From an optimization exercise on the open Yosys and OpenROAD flow, aimed at small area and a short achievable clock period; shortcuts taken in it are not production practice.
The RTL was checked by simulation tests, not by an equivalence proof against the original design.
Power is estimated from default activity; no workload was simulated.

==> design.v <==
module acc_step (
    input  wire [15:0] acc,
    input  wire [15:0] ps,
    input  wire [15:0] pc,
    input  wire        psg,
    input  wire        clr,
    output wire [15:0] nxt
);
    wire [15:0] sum = acc + ps + pc;
    wire ovf = (acc[15] == psg) & (sum[15] != acc[15]);
    assign nxt = clr ? 16'd0 : (ovf ? (acc[15] ? 16'h8000 : 16'h7FFF) : sum);
endmodule
module booth8_cs(input wire [7:0] a, input wire [7:0] b, output wire [15:0] s, output wire [15:0] c);
    wire [8:0] b9 = {b, 1'b0};
    wire one0 = b9[1] ^ b9[0];
    wire two0 = (b9[2] & ~b9[1] & ~b9[0]) | (~b9[2] & b9[1] & b9[0]);
    wire neg0 = b9[2] & ~(b9[1] & b9[0]);
    wire m0_0 = ((one0 & a[0]) | (two0 & 1'b0)) ^ neg0;
    wire m0_1 = ((one0 & a[1]) | (two0 & a[0])) ^ neg0;
    wire m0_2 = ((one0 & a[2]) | (two0 & a[1])) ^ neg0;
    wire m0_3 = ((one0 & a[3]) | (two0 & a[2])) ^ neg0;
    wire m0_4 = ((one0 & a[4]) | (two0 & a[3])) ^ neg0;
    wire m0_5 = ((one0 & a[5]) | (two0 & a[4])) ^ neg0;
    wire m0_6 = ((one0 & a[6]) | (two0 & a[5])) ^ neg0;
    wire m0_7 = ((one0 & a[7]) | (two0 & a[6])) ^ neg0;
    wire m0_8 = ((one0 & a[7]) | (two0 & a[7])) ^ neg0;
    wire m0_9 = ((one0 & a[7]) | (two0 & a[7])) ^ neg0;
    wire ns0 = ~m0_9;
    wire one1 = b9[3] ^ b9[2];
    wire two1 = (b9[4] & ~b9[3] & ~b9[2]) | (~b9[4] & b9[3] & b9[2]);
    wire neg1 = b9[4] & ~(b9[3] & b9[2]);
    wire m1_0 = ((one1 & a[0]) | (two1 & 1'b0)) ^ neg1;
    wire m1_1 = ((one1 & a[1]) | (two1 & a[0])) ^ neg1;
    wire m1_2 = ((one1 & a[2]) | (two1 & a[1])) ^ neg1;
    wire m1_3 = ((one1 & a[3]) | (two1 & a[2])) ^ neg1;
    wire m1_4 = ((one1 & a[4]) | (two1 & a[3])) ^ neg1;
    wire m1_5 = ((one1 & a[5]) | (two1 & a[4])) ^ neg1;
    wire m1_6 = ((one1 & a[6]) | (two1 & a[5])) ^ neg1;
    wire m1_7 = ((one1 & a[7]) | (two1 & a[6])) ^ neg1;
    wire m1_8 = ((one1 & a[7]) | (two1 & a[7])) ^ neg1;
    wire m1_9 = ((one1 & a[7]) | (two1 & a[7])) ^ neg1;
    wire ns1 = ~m1_9;
    wire one2 = b9[5] ^ b9[4];
    wire two2 = (b9[6] & ~b9[5] & ~b9[4]) | (~b9[6] & b9[5] & b9[4]);
    wire neg2 = b9[6] & ~(b9[5] & b9[4]);
    wire m2_0 = ((one2 & a[0]) | (two2 & 1'b0)) ^ neg2;
    wire m2_1 = ((one2 & a[1]) | (two2 & a[0])) ^ neg2;
    wire m2_2 = ((one2 & a[2]) | (two2 & a[1])) ^ neg2;
    wire m2_3 = ((one2 & a[3]) | (two2 & a[2])) ^ neg2;
    wire m2_4 = ((one2 & a[4]) | (two2 & a[3])) ^ neg2;
    wire m2_5 = ((one2 & a[5]) | (two2 & a[4])) ^ neg2;
    wire m2_6 = ((one2 & a[6]) | (two2 & a[5])) ^ neg2;
    wire m2_7 = ((one2 & a[7]) | (two2 & a[6])) ^ neg2;
    wire m2_8 = ((one2 & a[7]) | (two2 & a[7])) ^ neg2;
    wire m2_9 = ((one2 & a[7]) | (two2 & a[7])) ^ neg2;
    wire ns2 = ~m2_9;
    wire one3 = b9[7] ^ b9[6];
    wire two3 = (b9[8] & ~b9[7] & ~b9[6]) | (~b9[8] & b9[7] & b9[6]);
    wire neg3 = b9[8] & ~(b9[7] & b9[6]);
    wire m3_0 = ((one3 & a[0]) | (two3 & 1'b0)) ^ neg3;
    wire m3_1 = ((one3 & a[1]) | (two3 & a[0])) ^ neg3;
    wire m3_2 = ((one3 & a[2]) | (two3 & a[1])) ^ neg3;
    wire m3_3 = ((one3 & a[3]) | (two3 & a[2])) ^ neg3;
    wire m3_4 = ((one3 & a[4]) | (two3 & a[3])) ^ neg3;
    wire m3_5 = ((one3 & a[5]) | (two3 & a[4])) ^ neg3;
    wire m3_6 = ((one3 & a[6]) | (two3 & a[5])) ^ neg3;
    wire m3_7 = ((one3 & a[7]) | (two3 & a[6])) ^ neg3;
    wire m3_8 = ((one3 & a[7]) | (two3 & a[7])) ^ neg3;
    wire m3_9 = ((one3 & a[7]) | (two3 & a[7])) ^ neg3;
    wire ns3 = ~m3_9;
    wire ts1 = m0_6 ^ m1_4;
    wire tc2 = m0_6 & m1_4;
    wire ts3 = m0_7 ^ m1_5;
    wire tc4 = m0_7 & m1_5;
    wire ts5 = m0_8 ^ m1_6;
    wire tc6 = m0_8 & m1_6;
    wire ts7 = ns0 ^ m1_7 ^ m2_5;
    wire tc8 = (ns0 & m1_7) | (m2_5 & (ns0 ^ m1_7));
    wire ts9 = m1_8 ^ m2_6;
    wire tc10 = m1_8 & m2_6;
    wire ts11 = m0_4 ^ m1_2;
    wire tc12 = m0_4 & m1_2;
    wire ts13 = m0_5 ^ m1_3;
    wire tc14 = m0_5 & m1_3;
    wire ts15 = m2_2 ^ m3_0 ^ neg3;
    wire tc16 = (m2_2 & m3_0) | (neg3 & (m2_2 ^ m3_0));
    wire ts17 = m2_3 ^ m3_1 ^ tc2;
    wire tc18 = (m2_3 & m3_1) | (tc2 & (m2_3 ^ m3_1));
    wire ts19 = m2_4 ^ m3_2 ^ tc4;
    wire tc20 = (m2_4 & m3_2) | (tc4 & (m2_4 ^ m3_2));
    wire ts21 = m3_3 ^ 1'b1 ^ tc6;
    wire tc22 = (m3_3 & 1'b1) | (tc6 & (m3_3 ^ 1'b1));
    wire ts23 = m3_4 ^ 1'b1 ^ tc8;
    wire tc24 = (m3_4 & 1'b1) | (tc8 & (m3_4 ^ 1'b1));
    wire ts25 = ns1 ^ m2_7 ^ m3_5;
    wire tc26 = (ns1 & m2_7) | (m3_5 & (ns1 ^ m2_7));
    wire ts27 = m2_8 ^ m3_6;
    wire tc28 = m2_8 & m3_6;
    wire ts29 = m0_2 ^ m1_0;
    wire tc30 = m0_2 & m1_0;
    wire ts31 = m0_3 ^ m1_1;
    wire tc32 = m0_3 & m1_1;
    wire ts33 = m2_0 ^ neg2 ^ ts11;
    wire tc34 = (m2_0 & neg2) | (ts11 & (m2_0 ^ neg2));
    wire ts35 = m2_1 ^ tc12 ^ ts13;
    wire tc36 = (m2_1 & tc12) | (ts13 & (m2_1 ^ tc12));
    wire ts37 = ts1 ^ tc14 ^ ts15;
    wire tc38 = (ts1 & tc14) | (ts15 & (ts1 ^ tc14));
    wire ts39 = ts3 ^ tc16 ^ ts17;
    wire tc40 = (ts3 & tc16) | (ts17 & (ts3 ^ tc16));
    wire ts41 = ts5 ^ tc18 ^ ts19;
    wire tc42 = (ts5 & tc18) | (ts19 & (ts5 ^ tc18));
    wire ts43 = ts7 ^ tc20 ^ ts21;
    wire tc44 = (ts7 & tc20) | (ts21 & (ts7 ^ tc20));
    wire ts45 = ts9 ^ tc22 ^ ts23;
    wire tc46 = (ts9 & tc22) | (ts23 & (ts9 ^ tc22));
    wire ts47 = tc10 ^ tc24 ^ ts25;
    wire tc48 = (tc10 & tc24) | (ts25 & (tc10 ^ tc24));
    wire ts49 = 1'b1 ^ tc26 ^ ts27;
    wire tc50 = (1'b1 & tc26) | (ts27 & (1'b1 ^ tc26));
    wire ts51 = ns2 ^ m3_7 ^ tc28;
    wire tc52 = (ns2 & m3_7) | (tc28 & (ns2 ^ m3_7));
    wire ts53 = m3_8 ^ 1'b1;
    wire tc54 = m3_8 & 1'b1;
    assign s[0] = m0_0;
    assign c[0] = neg0;
    assign s[1] = m0_1;
    assign c[1] = 1'b0;
    assign s[2] = neg1;
    assign c[2] = ts29;
    assign s[3] = tc30;
    assign c[3] = ts31;
    assign s[4] = tc32;
    assign c[4] = ts33;
    assign s[5] = tc34;
    assign c[5] = ts35;
    assign s[6] = tc36;
    assign c[6] = ts37;
    assign s[7] = tc38;
    assign c[7] = ts39;
    assign s[8] = tc40;
    assign c[8] = ts41;
    assign s[9] = tc42;
    assign c[9] = ts43;
    assign s[10] = tc44;
    assign c[10] = ts45;
    assign s[11] = tc46;
    assign c[11] = ts47;
    assign s[12] = tc48;
    assign c[12] = ts49;
    assign s[13] = tc50;
    assign c[13] = ts51;
    assign s[14] = tc52;
    assign c[14] = ts53;
    assign s[15] = ns3;
    assign c[15] = tc54;
endmodule
module add16(input wire [15:0] x, input wire [15:0] y, output wire [15:0] z);
    wire [15:0] g0 = x & y;
    wire [15:0] p0 = x ^ y;
    wire g1_1 = g0[1] | (p0[1] & g0[0]);
    wire g1_3 = g0[3] | (p0[3] & g0[2]);
    wire p1_3 = p0[3] & p0[2];
    wire g1_5 = g0[5] | (p0[5] & g0[4]);
    wire p1_5 = p0[5] & p0[4];
    wire g1_7 = g0[7] | (p0[7] & g0[6]);
    wire p1_7 = p0[7] & p0[6];
    wire g1_9 = g0[9] | (p0[9] & g0[8]);
    wire p1_9 = p0[9] & p0[8];
    wire g1_11 = g0[11] | (p0[11] & g0[10]);
    wire p1_11 = p0[11] & p0[10];
    wire g1_13 = g0[13] | (p0[13] & g0[12]);
    wire p1_13 = p0[13] & p0[12];
    wire g1_15 = g0[15] | (p0[15] & g0[14]);
    wire p1_15 = p0[15] & p0[14];
    wire g2_2 = g0[2] | (p0[2] & g1_1);
    wire g2_3 = g1_3 | (p1_3 & g1_1);
    wire g2_6 = g0[6] | (p0[6] & g1_5);
    wire p2_6 = p0[6] & p1_5;
    wire g2_7 = g1_7 | (p1_7 & g1_5);
    wire p2_7 = p1_7 & p1_5;
    wire g2_10 = g0[10] | (p0[10] & g1_9);
    wire p2_10 = p0[10] & p1_9;
    wire g2_11 = g1_11 | (p1_11 & g1_9);
    wire p2_11 = p1_11 & p1_9;
    wire g2_14 = g0[14] | (p0[14] & g1_13);
    wire p2_14 = p0[14] & p1_13;
    wire g2_15 = g1_15 | (p1_15 & g1_13);
    wire p2_15 = p1_15 & p1_13;
    wire g3_4 = g0[4] | (p0[4] & g2_3);
    wire g3_5 = g1_5 | (p1_5 & g2_3);
    wire g3_6 = g2_6 | (p2_6 & g2_3);
    wire g3_7 = g2_7 | (p2_7 & g2_3);
    wire g3_12 = g0[12] | (p0[12] & g2_11);
    wire p3_12 = p0[12] & p2_11;
    wire g3_13 = g1_13 | (p1_13 & g2_11);
    wire p3_13 = p1_13 & p2_11;
    wire g3_14 = g2_14 | (p2_14 & g2_11);
    wire p3_14 = p2_14 & p2_11;
    wire g3_15 = g2_15 | (p2_15 & g2_11);
    wire p3_15 = p2_15 & p2_11;
    wire g4_8 = g0[8] | (p0[8] & g3_7);
    wire g4_9 = g1_9 | (p1_9 & g3_7);
    wire g4_10 = g2_10 | (p2_10 & g3_7);
    wire g4_11 = g2_11 | (p2_11 & g3_7);
    wire g4_12 = g3_12 | (p3_12 & g3_7);
    wire g4_13 = g3_13 | (p3_13 & g3_7);
    wire g4_14 = g3_14 | (p3_14 & g3_7);
    wire g4_15 = g3_15 | (p3_15 & g3_7);
    assign z[0] = p0[0];
    assign z[1] = p0[1] ^ g0[0];
    assign z[2] = p0[2] ^ g1_1;
    assign z[3] = p0[3] ^ g2_2;
    assign z[4] = p0[4] ^ g2_3;
    assign z[5] = p0[5] ^ g3_4;
    assign z[6] = p0[6] ^ g3_5;
    assign z[7] = p0[7] ^ g3_6;
    assign z[8] = p0[8] ^ g3_7;
    assign z[9] = p0[9] ^ g4_8;
    assign z[10] = p0[10] ^ g4_9;
    assign z[11] = p0[11] ^ g4_10;
    assign z[12] = p0[12] ^ g4_11;
    assign z[13] = p0[13] ^ g4_12;
    assign z[14] = p0[14] ^ g4_13;
    assign z[15] = p0[15] ^ g4_14;
endmodule
module npu_top(
    input  wire        CLKEXT,
    input  wire        RST_GLO,
    input  wire        EN_FSM,
    input  wire        EN_CONFIG,
    input  wire [7:0]  DA,
    input  wire [7:0]  DB,
    input  wire [7:0]  DC,
    input  wire [7:0]  DD,
    input  wire        RD_EN,
    input  wire        EN_PISO_DEB,
    input  wire        CLR_PISO_DEB,
    input  wire        SHIFT_DEB,
    input  wire        SEL_CON,
    output wire [7:0]  D_OUT,
    output wire        FULL,
    output wire        EMPTY
);
    wire RST = RST_GLO;
    reg [15:0] ssfr;
    always @(posedge CLKEXT)
        if (RST)            ssfr <= 16'h2280;
        else if (EN_CONFIG) ssfr <= {DA, DB};
    localparam IDLE = 3'd0, BIAS = 3'd1, ACC = 3'd2, LAST = 3'd3, WAIT = 3'd4;
    localparam O_IDLE = 3'd0, O_S1 = 3'd1, O_S2 = 3'd2, O_S3 = 3'd3, O_S4 = 3'd4, O_S5 = 3'd5;
    reg [15:0] counter;
    reg        ctr_out;
    reg [2:0]  state_acc, state_out;
    reg        out_done, acc_flag;
    reg        f_en_buf, f_clr_buf, f_en_mac, f_rst_mac, f_en_relu, f_clr_piso;
    reg        f_shift, f_en_piso, f_wr;
    always @(posedge CLKEXT) begin
        if (RST) begin
            counter <= {DB, DD};
            ctr_out <= 1'b0;
        end else begin
            ctr_out <= (counter == 16'd1);
            counter <= (counter == 16'd0) ? {DB, DD} : counter - 16'd1;
        end
    end
    always @(posedge CLKEXT) begin
        if (RST) begin
            f_shift <= 1'b0; f_en_piso <= 1'b0; f_wr <= 1'b0; out_done <= 1'b0;
            state_out <= O_IDLE;
        end else begin
            case (state_out)
                O_IDLE: begin
                    f_shift <= 1'b1; f_en_piso <= 1'b0; f_wr <= 1'b0; out_done <= 1'b0;
                    state_out <= f_en_relu ? O_S1 : O_IDLE;
                end
                O_S1: begin
                    f_shift <= 1'b0; f_en_piso <= 1'b1; f_wr <= 1'b0; out_done <= 1'b0;
                    state_out <= O_S2;
                end
                O_S2, O_S3, O_S4: begin
                    f_shift <= 1'b1; f_en_piso <= 1'b1; f_wr <= 1'b1; out_done <= 1'b0;
                    state_out <= state_out + 3'd1;
                end
                O_S5: begin
                    f_shift <= 1'b1; f_en_piso <= 1'b0; f_wr <= 1'b1; out_done <= 1'b1;
                    state_out <= O_IDLE;
                end
                default: begin
                    f_shift <= 1'b0; f_en_piso <= 1'b0; f_wr <= 1'b0; out_done <= 1'b0;
                    state_out <= O_IDLE;
                end
            endcase
        end
    end
    always @(posedge CLKEXT) begin
        if (RST) begin
            f_en_buf <= 1'b0; f_clr_buf <= 1'b1; f_en_mac <= 1'b0; f_rst_mac <= 1'b1;
            f_clr_piso <= 1'b1; f_en_relu <= 1'b0; acc_flag <= 1'b0;
            state_acc <= IDLE;
        end else begin
            case (state_acc)
                IDLE: begin
                    f_en_buf <= 1'b0; f_clr_buf <= 1'b1; f_en_mac <= 1'b0; f_rst_mac <= 1'b0;
                    f_clr_piso <= 1'b1; f_en_relu <= 1'b0; acc_flag <= 1'b0;
                    state_acc <= EN_FSM ? BIAS : IDLE;
                end
                BIAS: begin
                    f_en_buf <= 1'b0; f_clr_buf <= 1'b1; f_en_mac <= 1'b1; f_rst_mac <= 1'b1;
                    f_clr_piso <= 1'b0; f_en_relu <= acc_flag;
                    state_acc <= ACC;
                end
                ACC: begin
                    f_en_buf <= 1'b1; f_clr_buf <= 1'b0; f_en_mac <= 1'b1; f_rst_mac <= 1'b0;
                    f_clr_piso <= 1'b0; f_en_relu <= 1'b0; acc_flag <= 1'b1;
                    state_acc <= !ctr_out ? ACC : (EN_FSM ? BIAS : LAST);
                end
                LAST: begin
                    f_en_buf <= 1'b0; f_clr_buf <= 1'b0; f_en_mac <= 1'b1; f_rst_mac <= 1'b0;
                    f_clr_piso <= 1'b0; f_en_relu <= 1'b1;
                    state_acc <= WAIT;
                end
                WAIT: begin
                    f_en_buf <= 1'b0; f_clr_buf <= 1'b0; f_en_mac <= 1'b0; f_rst_mac <= 1'b0;
                    f_clr_piso <= 1'b0; f_en_relu <= 1'b0;
                    state_acc <= out_done ? IDLE : WAIT;
                end
                default: begin
                    f_en_buf <= 1'b0; f_clr_buf <= 1'b1; f_en_mac <= 1'b0; f_rst_mac <= 1'b1;
                    f_clr_piso <= 1'b1; f_en_relu <= 1'b0; acc_flag <= 1'b0;
                    state_acc <= IDLE;
                end
            endcase
        end
    end
    wire c_en_buf   = SEL_CON ? f_en_buf   : DC[7];
    wire c_clr_buf  = SEL_CON ? f_clr_buf  : DC[6];
    wire c_en_mac   = SEL_CON ? f_en_mac   : DC[5];
    wire c_rst_mac  = SEL_CON ? f_rst_mac  : DC[4];
    wire c_en_relu  = SEL_CON ? f_en_relu  : DC[3];
    wire c_shift    = SEL_CON ? f_shift    : DC[2];
    wire c_en_piso  = SEL_CON ? f_en_piso  : DC[1];
    wire c_clr_piso = SEL_CON ? f_clr_piso : DC[0];
    wire [8:0] con_hi = {c_en_buf, c_clr_buf, c_en_mac, c_rst_mac, c_en_relu,
                         c_shift, c_en_piso, c_clr_piso, f_wr};    
    reg [7:0] bA, bB, bC, bD;
    wire ld_buf = c_en_buf & ~c_clr_buf & ~RST;
    always @(posedge CLKEXT) begin
        bA <= ld_buf ? DA : 8'd0;
        bB <= ld_buf ? DB : 8'd0;
        bC <= ld_buf ? DC : 8'd0;
        bD <= ld_buf ? DD : 8'd0;
    end
    reg [15:0] dt_ssfr;
    reg [8:0]  dt_con;       
    reg [7:0]  dt_a, dt_b, dt_c, dt_d;
    reg        rst_d;
    always @(posedge CLKEXT) begin
        dt_ssfr <= ssfr;
        dt_con  <= con_hi;
        dt_a <= bA; dt_b <= bB; dt_c <= bC; dt_d <= bD;
        rst_d <= RST;
    end
    wire [15:0] s1, c1w, s2, c2w;
    booth8_cs MUL1 (.a(bA), .b(bB), .s(s1), .c(c1w));
    booth8_cs MUL2 (.a(bC), .b(bD), .s(s2), .c(c2w));
    wire sg1 = (bA[7] ^ bB[7]) & (|bA) & (|bB);
    wire sg2 = (bC[7] ^ bD[7]) & (|bC) & (|bD);
    reg [15:0] ps1, pc1, ps2, pc2;
    reg        psg1, psg2;
    reg [15:0] acc1_d, acc2_d;
    always @(posedge CLKEXT) begin
        ps1 <= c_en_mac ? s1 : 16'd0;
        pc1 <= c_en_mac ? c1w : 16'd0;
        ps2 <= c_en_mac ? s2 : 16'd0;
        pc2 <= c_en_mac ? c2w : 16'd0;
        psg1 <= c_en_mac & sg1;
        psg2 <= c_en_mac & sg2;
    end
    wire m_clr = dt_con[5] | rst_d;     
    wire [15:0] acc1_now, acc2_now;
    acc_step ACC1 (.acc(acc1_d), .ps(ps1), .pc(pc1), .psg(psg1), .clr(m_clr), .nxt(acc1_now));
    acc_step ACC2 (.acc(acc2_d), .ps(ps2), .pc(pc2), .psg(psg2), .clr(m_clr), .nxt(acc2_now));
    always @(posedge CLKEXT) begin
        acc1_d <= acc1_now;
        acc2_d <= acc2_now;
    end
    wire r_en = dt_con[4] & ~rst_d;     
    reg [15:0] largest;
    reg [7:0]  index, next_idx;
    wire g1 = r_en & ~(acc1_d[15] & ~dt_ssfr[12]);
    wire g2 = r_en & ~(acc2_d[15] & ~dt_ssfr[11]);
    wire [15:0] relu1 = g1 ? acc1_d : 16'd0;
    wire [15:0] relu2 = g2 ? acc2_d : 16'd0;
    wire a1_gt_l  = $signed(acc1_d) > $signed(largest);
    wire a2_gt_l  = $signed(acc2_d) > $signed(largest);
    wire a1_ge_a2 = $signed(acc1_d) >= $signed(acc2_d);
    wire r1_gt_l  = g1 ? a1_gt_l : largest[15];
    wire r2_gt_l  = g2 ? a2_gt_l : largest[15];
    wire r1_ge_r2 = g1 ? (g2 ? a1_ge_a2 : ~acc1_d[15])
                       : (g2 ? (acc2_d[15] | (acc2_d == 16'd0)) : 1'b1);
    wire c1 = r1_gt_l & r1_ge_r2;
    wire c2 = r2_gt_l;
    reg [15:0] largest_n;
    reg [7:0]  index_n, next_idx_n;
    always @* begin
        largest_n = largest; index_n = index; next_idx_n = next_idx;
        if (RST | ssfr[9]) begin
            largest_n = 16'h8000; index_n = 8'd0; next_idx_n = 8'd1;
        end else if (ssfr[10] & c_en_relu) begin
            if (c1) begin largest_n = relu1; index_n = next_idx; end
            else if (c2) begin largest_n = relu2; index_n = next_idx; end
            next_idx_n = next_idx + 8'd1;
        end
    end
    always @(posedge CLKEXT) begin
        largest <= largest_n; index <= index_n; next_idx <= next_idx_n;
    end
    reg [31:0] dt_out;
    reg [7:0]  po [0:3];
    reg [7:0]  po3_n;
    wire po_clr = c_clr_piso | RST;
    always @(posedge CLKEXT) dt_out <= {relu2, relu1};
    always @* begin
        if (po_clr)        po3_n = 8'd0;
        else if (!c_shift) po3_n = dt_out[31:24];
        else if (c_en_piso) po3_n = po[2];
        else               po3_n = po[3];
    end
    integer i;
    always @(posedge CLKEXT) begin
        if (po_clr) begin
            for (i = 0; i < 4; i = i + 1) po[i] <= 8'd0;
        end else if (!c_shift) begin
            for (i = 0; i < 4; i = i + 1) po[i] <= dt_out[8*i +: 8];
        end else if (c_en_piso) begin
            for (i = 3; i > 0; i = i - 1) po[i] <= po[i-1];
        end
    end
    wire [95:0] deb_in = {dt_ssfr, dt_con, 7'd0, acc2_d, acc1_d, dt_d, dt_c, dt_b, dt_a};
    reg  [7:0] pd [0:11];
    wire pd_clr   = CLR_PISO_DEB | RST;
    wire pd_load  = ~pd_clr & ~SHIFT_DEB;
    wire pd_shift = ~pd_clr & SHIFT_DEB & EN_PISO_DEB;
    wire pd_hold  = ~pd_clr & SHIFT_DEB & ~EN_PISO_DEB;
    reg  [7:0] pd_n [0:11];
    integer j;
    always @* begin
        pd_n[0] = ({8{pd_load}} & deb_in[7:0]) | ({8{pd_shift | pd_hold}} & pd[0]);
        for (j = 1; j < 12; j = j + 1)
            pd_n[j] = ({8{pd_load}} & deb_in[8*j +: 8]) | ({8{pd_shift}} & pd[j-1])
                    | ({8{pd_hold}} & pd[j]);
    end
    wire [7:0] pd11_n = pd_n[11];
    always @(posedge CLKEXT)
        for (j = 0; j < 12; j = j + 1) pd[j] <= pd_n[j];
    reg [7:0] mem [0:127];
    reg [6:0] wr_ptr, rp1;
    reg       full_r, empty_r;
    reg [7:0] rdata, head;
    wire wr = f_wr & ~full_r;
    wire rd = RD_EN & ~empty_r;
    wire one_left = (rp1 == wr_ptr);            
    wire [7:0] rdata_n = RST ? 8'd0 : (rd ? head : rdata);
    always @(posedge CLKEXT) begin
        if (wr) mem[wr_ptr] <= po[3];
    end
    always @(posedge CLKEXT) begin
        rdata <= rdata_n;
        if (rd) head <= (wr & one_left) ? po[3] : mem[rp1];
        else if (wr & empty_r) head <= po[3];
        if (RST) begin
            wr_ptr <= 7'd0; rp1 <= 7'd1; full_r <= 1'b0; empty_r <= 1'b1;
        end else begin
            if (wr) wr_ptr <= wr_ptr + 7'd1;
            if (rd) rp1 <= rp1 + 7'd1;
            full_r  <= (full_r & ~rd) | (wr & ~rd & (wr_ptr + 7'd2 == rp1));
            empty_r <= (empty_r & ~wr) | (rd & ~wr & one_left);
        end
    end
    wire [7:0]  rdata_s = rd ? head : rdata;
    wire [7:0]  po3_f   = f_clr_piso ? 8'd0 : (!f_shift ? dt_out[31:24] : (f_en_piso ? po[2] : po[3]));
    wire [7:0]  po3_m   = DC[0] ? 8'd0 : (!DC[2] ? dt_out[31:24] : (DC[1] ? po[2] : po[3]));
    wire [7:0]  po3_s   = SEL_CON ? po3_f : po3_m;
    wire        trig_s  = ssfr[10] & c_en_relu;
    wire [15:0] l_upd   = c1 ? relu1 : (c2 ? relu2 : largest);
    wire [7:0]  i_upd   = (c1 | c2) ? next_idx : index;
    wire [15:0] l_s     = ssfr[9] ? 16'h8000 : (trig_s ? l_upd : largest);
    wire [7:0]  i_s     = ssfr[9] ? 8'd0 : (trig_s ? i_upd : index);
    wire [7:0]  pd11_s  = CLR_PISO_DEB ? 8'd0 : (!SHIFT_DEB ? dt_ssfr[15:8] : (EN_PISO_DEB ? pd[10] : pd[11]));
    wire [2:0]  sel_s   = EN_CONFIG ? DA[7:5] : ssfr[15:13];
    reg  [7:0]  dout_s;
    always @* begin
        case (sel_s)
            3'd0: dout_s = rdata_s;
            3'd1: dout_s = po3_s;
            3'd2: dout_s = i_s;
            3'd3: dout_s = l_s[15:8];
            3'd4: dout_s = l_s[7:0];
            3'd5: dout_s = pd11_s;
            default: dout_s = 8'd0;
        endcase
    end
    reg [7:0] dout;
    always @(posedge CLKEXT) dout <= RST ? 8'd0 : dout_s;
    assign D_OUT = dout;
    assign FULL  = full_r;
    assign EMPTY = empty_r;
endmodule
==> flow/run.sh <==
#!/bin/bash
set -euo pipefail
bash standard.sh SETUP_SLACK_MARGIN=6.75 finish > standard_flow.log 2>&1
==> standard.sh <==
#!/bin/bash
# synth_recipe.tcl (not shown) runs the flow's synth.tcl, then flattens the netlist and writes it again
# the make line also repeats each setting of config.mk as NAME=value (left out here)
make -C /OpenROAD-flow-scripts/flow DESIGN_CONFIG=/design/flow/config.mk WORK_HOME=/design/flow/orfs CLKGATE_MAP_FILE= SYNTH_SCRIPT=/design/flow/synth_recipe.tcl "${@:-finish}"
==> config.mk <==
export PLATFORM = sky130hd
export DESIGN_NAME = npu_top
export DESIGN_NICKNAME = npu_top
export VERILOG_FILES = /design/flow/design.v
export SDC_FILE = /design/flow/constraint.sdc
export NUM_CORES = 4
export LEC_CHECK = 0
export CAP_MARGIN = 20
export CORE_MARGIN = 2
export CORE_UTILIZATION = 65
export CTS_CLUSTER_DIAMETER = 60
export CTS_CLUSTER_SIZE = 30
export SLEW_MARGIN = 20
==> constraint.sdc <==
create_clock -name core_clock -period 10.0 [get_ports {CLKEXT}]
set_input_delay 2.0000 -clock core_clock [delete_from_list [all_inputs] [get_ports {CLKEXT}]]
set_output_delay 2.0000 -clock core_clock [all_outputs]
set_load 0.01 [all_outputs]
==> results.py, run 1 <==
metrics = {
    "status": {
        "status": "finished clean",
    },
    "routing": {
        "firstDrtPassIters": 6,
        "viasPerCell": 6.65,
        "routed_wirelength_mm": 164,
        "wl_per_cell_um": 30.1,
        "drc": 0,
        "antenna_left": 0,
        "num_vias": 36097,
        "drtIter0Drc": 4460,
    },
    "power_and_ir_drop": {
        "swShare_pct": 25.9,
        "p_comb_share_pct": 7.1,
        "clkPwrFrac_pct": 38.2,
        "power_frac_seq_pct": 54.8,
        "p_sw_mw": 3.22,
        "ir_worst_vdd_mv": 0.204,
        "p_int_mw": 9.19,
        "p_leak_nw": 23.8,
        "p_per_area_mw_per_mm2": 178,
    },
    "yosys": {
        "synth_seq_cells": 1497,
        "yosys.area.top_type_share_pct": 50.1,
        "synth_ff_type": "edfxtp_1",
        "ys_seq_area_share_pct": 65.1,
        "synth_area_per_cell_um2": 15.5,
        "synth.largest_area_cell": "edfxtp_1",
        "synth_edf_count": 1032,
        "netlist_area_mm2": 0.0619,
        "synthesis.nets": 4205,
        "yosys-top-cells-area": "edfxtp_1 (50%), dfxtp_1 (15%), mux4_2 (12%)",
        "synth_warnings": 4,
        "syn-instance-count": 3987,
        "synth_cell_type_count": 78,
        "ys_async_sr_fraction_pct": 0,
    },
    "placed_design": {
        "post_dp_cell_area_mm2": 0.0635,
        "portBuffers": 50,
        "place_congestion": 0.942,
        "dp_hpwl_mm": 97.8,
    },
    "global_route": {
        "grt_pass1_wl_mm": 237,
        "grt_overflow": 0,
        "grt_use_total_pct": 33.2,
        "grt_pass1_vias": 35745,
        "grt_antenna_before_repair": 4,
        "grt_max_degree": 114,
    },
    "cts": {
        "cts_buffers": 101,
        "clock-sinks": 1497,
        "htree_levels": 3,
        "root_buffer": "clkbuf_16",
        "holdBufCountCts": 0,
        "clkTransAtPathRegs_ns": 0.11,
        "cts_tree": "done",
        "worstSkewPairLatency_ns": 0.74,
        "cts_max_path_buffers": 3,
    },
    "final_layout": {
        "stdcell_area_mm2": 0.0699,
        "num-fill-cells": 5684,
        "drive_gt1_share_pct": 22.3,
        "fin_nets": 4293,
        "final_common_cell": "edfxtp_1",
        "area_growth_pct": 12.9,
        "final_cell_mix": "edfxtp_1 (1032), nor2_1 (428), dfxtp_1 (397)",
    },
    "job": {
        "max-cap-violations": 0,
    },
    "sta": {
        "rsz0062_at_grt": "true",
        "relSlewSlack_pct": 17.7,
        "finalClockSkew_ns": 0.0330,
        "hold_viol": 0,
        "finalCriticalPeriod_ns": 3.47,
        "finalCritPeriodShare_pct": 34.7,
        "setup_tns_ns": 0,
        "max_freq_ghz": 0.288,
        "worst_pin_slew_ns": 1.23,
        "setup_viol": 0,
        "maxSlewViolCount": 0,
    },
    "floorplanning": {
        "coreArea_mm2": 0.0947,
        "rows": 113,
        "initial_core_util_pct": 65.3,
        "dieArea_mm2": 0.0977,
        "fp.dieH_um": 313,
        "die_w_um": 313,
        "io_pins": 51,
    },
    "critical_path": {
        "rrSetupSlack_ns": 6.53,
        "worstSetupPathType": "reg -> reg",
        "cp_data_required_time_ns": 10.60,
        "cp-start-kind": "flip-flop",
        "cp-end-kind": "flip-flop",
        "max_stage_delay_ns": 0.52,
        "critical_path.slowest_cell": "fa_1",
        "arrival_ns": 4.07,
        "cp_cell_sequence": "fa_1 > fa_2 > a21oi_2 > o21bai_2 > a2111o_1 > nand4_1 > nand4_1 > a2111oi_4 > nor3_4 > o21ai_4 > buf_6 > buf_12 > o21ai_0",
        "crit_fanout": 7,
        "cp_common_cell": "nand4_1",
    },
    "min_path": {
        "min_path_type": "reg -> reg",
    },
}
layer usage:
metal | wire length, um | global-route usage [%] | vias up
met1 | 60900 | 44.3 | 18436
met4 | 7660 | 14.2 | 2
met5 | 13 | 0 | -
met2 | 81600 | 54.9 | 1842
met3 | 13400 | 5.57 | 406
li1 | - | - | 15411
synth_stat cells, drive strengths merged (32+ instances only):
library cell and instances:
nand3 32, inv 111, mux2i 165, nor2b 55, nor3 36, a22oi 46, nor2 431, fa 54
buf 71, a21oi 124, and2 72, dfxtp 465, mux4 336, clkbuf 164, xnor2 69, nand2 103
ha 123, edfxtp 1032, xor2 66, o21ai 78, a211oi 109
layout make-up:
type	count	area [um2]	share of cell area, %
flip-flops and latches	1497	40500	58.0
clock inverters	85	1280	1.84
repair inverters	3	22.5	0.0322
clock buffers	105	2570	3.68
inverters	111	435	0.623
multi-input cells	2149	21100	30.3
diodes	3	7.51	0.0107
repair buffers	212	2330	3.34
well taps	1265	1580	2.26
cell families (layout without fill, tap and decap cells):
| group | after synthesis | count (layout) | share of synthesized area [%] |
|---|---|---|---|
| buffers and inverters | 346 | 516 | 2.12 |
| DFF | 1497 | 1497 | 65.1 |
| AOI/OAI and AO/OA | 478 | 480 | 5.16 |
| other | 0 | 3 | 0 |
| and+or+nand+nor | 841 | 844 | 6.36 |
| xor gates and xnor gates | 135 | 135 | 1.91 |
| adders and majority gates | 177 | 177 | 4.23 |
| muxes | 513 | 513 | 15.1 |
through the flow:
stage / hold WS, ns / std cells / power (mW) / setup slack, ns / utilization [%]
final: 0.359 / 5430 / 12.4 / 6.53 / 73.8
after global routing: 0.365 / 5427 / 12.7 / 6.32 / 73.8
after CTS: 0.357 / 5368 / 12.3 / 6.55 / 72.6
after detailed placement: 0.334 / 5104 / 7.60 / 5.05 / 67.1
after global placement: 0.338 / 5104 / 7.57 / 5.07 / 67.1
after floorplan: 0.324 / 3987 / 7.33 / 6.13 / -
critical path, delay by kind of cell (launching register included):
kind | cells | cell delay (ns)
flops | 1 | 0.34
buf+inv | 2 | 0.24
simple gates | 3 | 0.47
fa+ha+maj | 2 | 0.89
compound gates | 6 | 1.41
power by group through the flow:
stage	sequential [mW]	combinational, mW	clock (mW)
2_1_floorplan	6.86	0.468	0
3_3_place_gp	6.96	0.616	0
3_5_place_dp	6.96	0.638	0
4_1_cts	6.80	0.743	4.77
5_1_grt	6.80	0.945	4.99
6_report	6.80	0.879	4.74
registers in the layout, summed over array words and instances (netlist names), 16 cells and up, named ones only:
signal and count:
ssfr 16, pd 96, mem 1024, po 32
counter 16, largest 16, dt_out 32, acc2_d 16
dt_ssfr 16, acc1_d 16
worst paths after layout:
check	start	end	cells past startpoint
max reg2reg	pc2[2]	acc2_d[6]	13
min	ssfr[4]	dt_ssfr[4]	0
min reg2reg	ssfr[4]	dt_ssfr[4]	0
max	pc2[2]	acc2_d[6]	13
what timing repair did:
action,in CTS,in global routing
gates resized for setup,242,144
gates cloned,14,6
endpoints found under the setup margin,216,176
setup buffers,60,52
pin swaps,47,58
==> run 2, diff against run 1 <==
--- a/config.mk
+++ b/config.mk
@@ -7,7 +7,7 @@
 export LEC_CHECK = 0
 export CAP_MARGIN = 20
 export CORE_MARGIN = 2
-export CORE_UTILIZATION = 65
+export CORE_UTILIZATION = 68
 export CTS_CLUSTER_DIAMETER = 60
 export CTS_CLUSTER_SIZE = 30
 export SLEW_MARGIN = 20
==> run 2 against run 1 <==
  * Synthesized cell count did not move
  * Power rose by 1.2%
  * Critical path depth rose by 1
  * Worst hold slack got worse by 0.022 ns
  * Clock skew rose by 0.010 ns
  * Largest cell class unchanged
  * Clock power rose by 3%
  * Maximum frequency fell by 0.92%
  * Via count rose by 4.5%
  * Die area fell by 4.4%
  * Combinational power rose by 3.8%
  * Sequential share of layout area rose by 0.11 points
  * Non-clock buffer count fell by 1
==> results.py, run 2 <==
metrics = {
    "critical_path": {
        "rrSetupSlack_ns": 6.49,
        "cp-start-kind": "flip-flop",
        "crit_path_end": "acc2_d[13]",
        "max_stage_delay_ns": 0.45,
        "critical_path.slowest_cell": "fa_1",
        "cp_cell_sequence": "buf_6 > fa_1 > ha_1 > inv_2 > o21bai_2 > a2111o_1 > nand4_1 > nand4_1 > a2111oi_4 > nor3_4 > o21ai_4 > buf_6 > buf_12 > o31ai_4",
        "critPathTopFamily": "compound AO/OA/AOI/OAI gates",
        "cp-end-kind": "flip-flop",
        "cp_data_required_time_ns": 10.60,
        "worstPathBufferInverterCount": 4,
        "arrival_ns": 4.11,
        "critical_path_depth": 14,
        "rr_startpoint": "acc2_d[4]",
        "reg2reg_depth": 14,
        "reg2reg_to": "acc2_d[13]",
        "worstSetupPathType": "reg -> reg",
        "cp-startpoint": "acc2_d[4]",
        "crit_fanout": 7,
    },
    "sta": {
        "fin_hold_ws_ns": 0.336,
        "relSlewSlack_pct": 22.5,
        "hold_viol": 0,
        "finalCritPeriodShare_pct": 35.1,
        "rsz0062_at_grt": "true",
        "finalCriticalPeriod_ns": 3.51,
        "setup_tns_ns": 0,
        "timing.final.ws_setup_ns": 6.49,
        "worst_pin_slew_ns": 1.16,
        "maxSlewViolCount": 0,
        "finalClockSkew_ns": 0.0430,
        "setup_viol": 0,
        "max_freq_ghz": 0.285,
    },
    "cts": {
        "cts_max_path_buffers": 3,
        "cts_tree": "done",
        "worstSkewPairLatency_ns": 0.76,
        "root_buffer": "clkbuf_16",
        "clkTransAtPathRegs_ns": 0.10,
        "cts_buffers": 97,
        "clock-sinks": 1497,
        "holdBufCountCts": 0,
        "htree_levels": 3,
    },
    "global_route": {
        "grt_pass1_vias": 37521,
        "grt_antenna_before_repair": 8,
        "grt_max_degree": 119,
        "grt_overflow": 0,
        "grt_pass1_wl_mm": 264,
        "grt_use_total_pct": 39.4,
    },
    "final_layout": {
        "fin_util_pct": 77.3,
        "largest_register_ffs": 1024,
        "reg_top3": "mem: 1024 flops, pd: 96 flops",
        "top_register": "mem",
        "stdcell_count": 5332,
        "area_growth_pct": 12.6,
        "num-fill-cells": 4767,
        "final_cell_mix": "edfxtp_1 (1032), nor2_1 (427), dfxtp_1 (403)",
        "drive_gt1_share_pct": 22.0,
        "final_common_cell": "edfxtp_1",
        "fin_nets": 4287,
    },
    "routing": {
        "wl_per_cell_um": 34.5,
        "drc": 0,
        "antenna_left": 0,
        "drtIter0Drc": 5723,
        "num_vias": 37724,
        "firstDrtPassIters": 6,
        "routed_wirelength_mm": 184,
        "viasPerCell": 7.08,
    },
    "yosys": {
        "synth_cell_type_count": 78,
        "synth_seq_cells": 1497,
        "synth_warnings": 4,
        "ys_async_sr_fraction_pct": 0,
        "yosys.area_share.simple_pct": 6.36,
        "synth.largest_area_cell": "edfxtp_1",
        "synth_fa_ha_area_share_pct": 4.23,
        "synthMuxAreaShare_pct": 15.1,
        "synth_compound_area_share_pct": 5.16,
        "synthesis.nets": 4205,
        "netlist_area_mm2": 0.0619,
        "yosys.area.top_type_share_pct": 50.1,
        "yosys-top-cells-area": "edfxtp_1 (50%), dfxtp_1 (15%), mux4_2 (12%)",
        "synth_ff_type": "edfxtp_1",
        "synth_xor_area_share_pct": 1.91,
        "ys_seq_area_share_pct": 65.1,
        "synth_common_cells": "edfxtp_1 (1032), dfxtp_1 (465), nor2_1 (431)",
        "synth_top_family_by_area": "multiplexers",
        "synth_area_per_cell_um2": 15.5,
        "syn-instance-count": 3987,
        "synth_edf_count": 1032,
        "synth.most_common_cell": "edfxtp_1",
    },
    "power_and_ir_drop": {
        "p_int_mw": 9.16,
        "p_per_area_mw_per_mm2": 180,
        "p_leak_nw": 23.8,
        "p_sw_mw": 3.40,
        "ir_worst_vdd_mv": 0.245,
        "clkPwrFrac_pct": 38.7,
        "power_frac_seq_pct": 54.0,
        "swShare_pct": 27.1,
        "p_comb_share_pct": 7.3,
    },
    "floorplanning": {
        "initial_core_util_pct": 68.7,
        "dieArea_mm2": 0.0935,
        "fp.dieH_um": 306,
        "coreArea_mm2": 0.0901,
        "rows": 110,
        "io_pins": 51,
        "die_w_um": 306,
    },
    "placed_design": {
        "dp_hpwl_mm": 102,
        "pre_cts_slack_ns": 5.08,
        "portBuffers": 50,
        "dpl.cell_count": 5026,
        "place_congestion": 0.992,
    },
    "job": {
        "max-cap-violations": 0,
    },
    "min_path": {
        "min_path_type": "reg -> reg",
    },
    "status": {
        "status": "finished clean",
    },
}
-- run 2: cell type report --
class                   count  area, um2  share of cell area, %
diodes                      4       10.0                 0.0144
clock buffers             100       2460                   3.53
clock inverters            82       1390                   2.00
inverters                 111        430                  0.618
multi-input cells        2150      21100                   30.3
flip-flops and latches   1497      40500                   58.1
well taps                1176       1470                   2.11
repair buffers            211       2340                   3.36
repair inverters            1       7.51                 0.0108
-- run 2: worst min path at each step --
stage                       start  cells after the start  slack, ns         end
after CTS                 ssfr[6]                      0       0.34  dt_ssfr[6]
after detailed placement  ssfr[7]                      0       0.34  dt_ssfr[7]
after global routing      ssfr[6]                      0       0.34  dt_ssfr[6]
after floorplan           ssfr[7]                      0       0.32  dt_ssfr[7]
final                     ssfr[6]                      0       0.34  dt_ssfr[6]
after global placement    ssfr[0]                      0       0.34  dt_ssfr[0]
-- run 2: per-stage QoR --
step | area (um2) | power, mW
finish | 69700 | 12.6
detailed placement | 63500 | 7.62
floorplan | 62100 | 7.33
CTS | 68800 | 12.4
global placement | 63500 | 7.59
global route | 69700 | 12.8
-- run 2: per-layer routing --
layer	global-route usage [%]	part of all wire [%]
met5	0	0.028
met2	63.9	48
met4	22.0	6.8
met3	7.44	10
met1	50.8	35
-- run 2: cells by family (layout without fill, tap and decap cells) --
family,Yosys count,in the layout
xor gates and xnor gates,135,135
buffers and inverters,346,505
DFF,1497,1497
other,0,4
and+or+nand+nor,841,845
muxes,513,513
AOI/OAI and AO/OA,478,480
adders and majority gates,177,177
-- run 2: timing repair --
action                                  CTS  global route
endpoints found under the setup margin  254           168
gates cloned                             14             5
setup buffers                            61            35
gates resized for setup                 251           119
pin swaps                                43            54
-- run 2: power groups by stage --
stage / clock network [mW] / registers (mW) / logic [mW]
2_1_floorplan: 0 / 6.86 / 0.468
3_3_place_gp: 0 / 6.93 / 0.668
3_5_place_dp: 0 / 6.93 / 0.695
4_1_cts: 4.84 / 6.78 / 0.795
5_1_grt: 5.04 / 6.79 / 0.975
6_report: 4.86 / 6.79 / 0.912

-- port drivers added, routing unchanged --
How much do the figures lean on ideal ports? The routed layouts below were timed once more, with nothing changed but the port constraints.
Step 1 (the two cells are an assumption about what drives the block):
set clk [get_ports {CLKEXT}]
set_driving_cell -lib_cell sky130_fd_sc_hd__clkbuf_16 $clk
set_driving_cell -lib_cell sky130_fd_sc_hd__buf_2 [delete_from_list [all_inputs] $clk]
Step 2, shift: input delay + t, output delay - t, t = (earliest + latest rising clock arrival at the registers) / 2. This alone moves slack from input paths to output paths.
Slacks: ideal / step 1 / step 2; pairs: ideal / step 1.
run | shift t [ns] | setup WS [ns] | slew at the worst register clock pin (ns) | worst slew at a driven data input, ns | pins driven straight from the clock port
run 1 | 0.798 | 6.526 / 6.526 / 5.778 | 0.11 / 0.11 | 0.11 | 1
run 2 | 0.819 | 6.494 / 6.494 / 5.706 | 0.12 / 0.12 | 0.17 | 1
After both steps setup and hold are still met in every run listed. For run 2, which loses most, drivers alone change the setup slack by 0.000 ns; drivers and shift together by -0.788 ns.
